From an optimization exercise on the open Yosys and OpenROAD flow, aimed at small area, a short achievable clock period and few clock cycles per item; shortcuts taken in it are not production practice.
In this exercise RTL edits were held to simulation tests only and were not proved equivalent to the original.

## bitcoin_hash
module bitcoin_hash (input logic clk, reset_n, start,
                     input logic [15:0] message_addr, output_addr,
                     output logic done, mem_we,
                     output logic [15:0] mem_addr,
                     output logic [31:0] mem_write_data,
                     input logic [31:0] mem_read_data);
==> flow/config.mk <==
export PLATFORM = sky130hd
export DESIGN_NAME = bitcoin_hash
export DESIGN_NICKNAME = bitcoin_hash
export VERILOG_FILES = /design/flow/design.v
export SDC_FILE = /design/flow/constraint.sdc
export NUM_CORES = 4
export LEC_CHECK = 0
export ABC_AREA = 1
export CAP_MARGIN = 20
export CORE_MARGIN = 2
export CORE_UTILIZATION = 40
export PLACE_DENSITY = 0.6
export SLEW_MARGIN = 20
==> flow/constraint.sdc <==
create_clock -name core_clock -period 12.0 [get_ports {clk}]
set_input_delay 2.4000 -clock core_clock [delete_from_list [all_inputs] [get_ports {clk}]]
set_output_delay 2.4000 -clock core_clock [all_outputs]
set_load 0.01 [all_outputs]
standard.sh (not shown) runs the stock make flow with config.mk's settings and CLKGATE_MAP_FILE= SYNTH_SCRIPT=/design/flow/synth_recipe.tcl, a recipe that flattens the netlist after the stock synthesis.
==> flow/flow/run.sh <==
#!/bin/bash
# Standard ORFS layout (the standard.sh) with two changes to how it is made:
#  - timing repair is asked to overshoot the clock constraint (setup margin 8 ns),
#    so the achieved period comes out as short as the repair can make it;
#  - clock tree: sink clusters of up to 30 flip-flops, clkbuf_8 buffers, no dummy loads.
set -euo pipefail
bash standard.sh SETUP_SLACK_MARGIN=8 \
  "CTS_ARGS=-sink_clustering_enable -repair_clock_nets -sink_clustering_size 30 -buf_list sky130_fd_sc_hd__clkbuf_8 -dont_use_dummy_load" \
  finish > flow_make.log 2>&1
The starting point finished with timing, DRC and antenna clean.
Testbench counts at the start, summed over its fixed seeds: cycles 34,640, jobs 16.
Next try:
Settings changed: CORE_UTILIZATION 40 to 65, PLACE_DENSITY 0.6 to 0.8.
After rerunning: The new run failed in 5_1_grt with GRT-0232; synthesized cell count stays the same; synthesized area stays the same.
Next try:
==> flow/flow/run.sh (replaced) <==
#!/bin/bash
# Standard ORFS layout (the standard.sh) with three changes to how it is made:
#  - no full-adder extraction in synthesis (ADDER_MAP_FILE empty): the carry-save
#    adders are left to ABC's gate mapping;
#  - timing repair is asked to overshoot the clock constraint (setup margin 8.4 ns),
#    so the achieved period comes out as short as the repair can make it;
#  - clock tree: sink clusters of up to 30 flip-flops, clkbuf_8 buffers, no dummy loads.
set -euo pipefail
bash standard.sh ADDER_MAP_FILE= SETUP_SLACK_MARGIN=8.4 \
  "CTS_ARGS=-sink_clustering_enable -repair_clock_nets -sink_clustering_size 30 -buf_list sky130_fd_sc_hd__clkbuf_8 -dont_use_dummy_load" \
  finish > flow_make.log 2>&1
Settings changed: CORE_UTILIZATION 65 to 55, PLACE_DENSITY 0.8 to 0.7.
Now the flow finished clean.
Synthesized area grows by roughly a tenth.
Synthesized cell count came out higher by well over a third.
Next try:
==> flow/flow/run.sh (replaced) <==
#!/bin/bash
# Standard ORFS layout (the standard.sh) with two changes to how it is made:
#  - timing repair is asked to overshoot the clock constraint (setup margin 7.7 ns),
#    so the achieved period comes out as short as the repair can make it;
#  - clock tree: sink clusters of up to 30 flip-flops, clkbuf_8 buffers, no dummy loads.
set -euo pipefail
bash standard.sh SETUP_SLACK_MARGIN=7.7 \
  "CTS_ARGS=-sink_clustering_enable -repair_clock_nets -sink_clustering_size 30 -buf_list sky130_fd_sc_hd__clkbuf_8 -dont_use_dummy_load" \
  finish > flow_make.log 2>&1
After rerunning:
- worst setup slack degrades by 0.61 ns
- die area shrinks by roughly a tenth
- clock-buffer cell count rose by 1
- area after synthesis is lower by roughly a tenth
- non-clock buffer count fell by 188
Next try:
==> flow/flow/run.sh (replaced) <==
#!/bin/bash
# Standard ORFS layout (the standard.sh) with two changes to how it is made:
#  - timing repair is asked to overshoot the clock constraint (setup margin 8 ns),
#    so the achieved period comes out as short as the repair can make it;
#  - clock tree: sink clusters of up to 30 flip-flops, clkbuf_8 buffers, no dummy loads.
set -euo pipefail
bash standard.sh SETUP_SLACK_MARGIN=8 \
  "CTS_ARGS=-sink_clustering_enable -repair_clock_nets -sink_clustering_size 30 -buf_list sky130_fd_sc_hd__clkbuf_8 -dont_use_dummy_load" \
  finish > flow_make.log 2>&1
The changed run ran to the end with no violations.
Design area went up by about 3.6%.
Clock skew went down by 0.021 ns.
Sequential cell count does not change.
Wire length went up by 1.2%.
First-iteration DRC count went up by 11%.
Via count went up by about 2%.
Synthesized cell count does not change.
Next try:
==> flow/flow/run.sh (replaced) <==
#!/bin/bash
# Standard ORFS layout (the standard.sh) with three changes to how it is made:
#  - no full-adder extraction in synthesis (ADDER_MAP_FILE empty): the carry-save
#    adders are left to ABC's gate mapping;
#  - timing repair is asked to overshoot the clock constraint (setup margin 8 ns),
#    so the achieved period comes out as short as the repair can make it;
#  - clock tree: sink clusters of up to 30 flip-flops, clkbuf_8 buffers, no dummy loads.
set -euo pipefail
bash standard.sh ADDER_MAP_FILE= SETUP_SLACK_MARGIN=8 \
  "CTS_ARGS=-sink_clustering_enable -repair_clock_nets -sink_clustering_size 30 -buf_list sky130_fd_sc_hd__clkbuf_8 -dont_use_dummy_load" \
  finish > flow_make.log 2>&1
Synthesized cell count went up by about 37%. Die area went up by about 10%. First-iteration DRC count went up by about 34%. Sequential cell count is unchanged. Register-to-register slack is better by 0.25 ns. Clock skew went down by 0.020 ns. Fmax went up by about 6%. Setup slack is better by 0.25 ns. Synthesized area went up by about 10%.

-- static timing again, ports no longer ideal --
In the flow no input, the clock included, has a driving cell. The finished layouts below were timed again as built, in two steps. Step 1 (the two cells are an assumption about what drives the block):
set clk [get_ports {clk}]
set_driving_cell -lib_cell sky130_fd_sc_hd__clkbuf_16 $clk
set_driving_cell -lib_cell sky130_fd_sc_hd__buf_2 [delete_from_list [all_inputs] $clk]
Step 2 adds t to the input delays and takes it off the output delays; t is the mean of the earliest and latest rising clock arrival at the registers after step 1. Input paths then give back, and output paths get back, about the clock's delay inside the block. a / b / c = ideal ports / drivers / drivers and shift; a / b = the first two.
run	t (ns)	setup slack, ns	worst register clock-pin slew, ns	worst data-port slew with drivers (ns)
the first run	0.969	7.705 / 7.705 / 7.146	0.07 / 0.07	0.04
the third run	0.936	8.232 / 8.150 / 7.308	0.08 / 0.08	0.07
the fourth run	0.894	7.621 / 7.621 / 7.059	0.07 / 0.07	0.05
the fifth run	0.921	7.752 / 7.752 / 7.233	0.07 / 0.07	0.05
the sixth run	0.916	7.998 / 7.971 / 7.119	0.08 / 0.08	0.07
After both steps setup and hold are still met in every run listed. The setup slack of the third run, which loses most, moves by -0.082 ns with the drivers and by -0.924 ns with both steps.
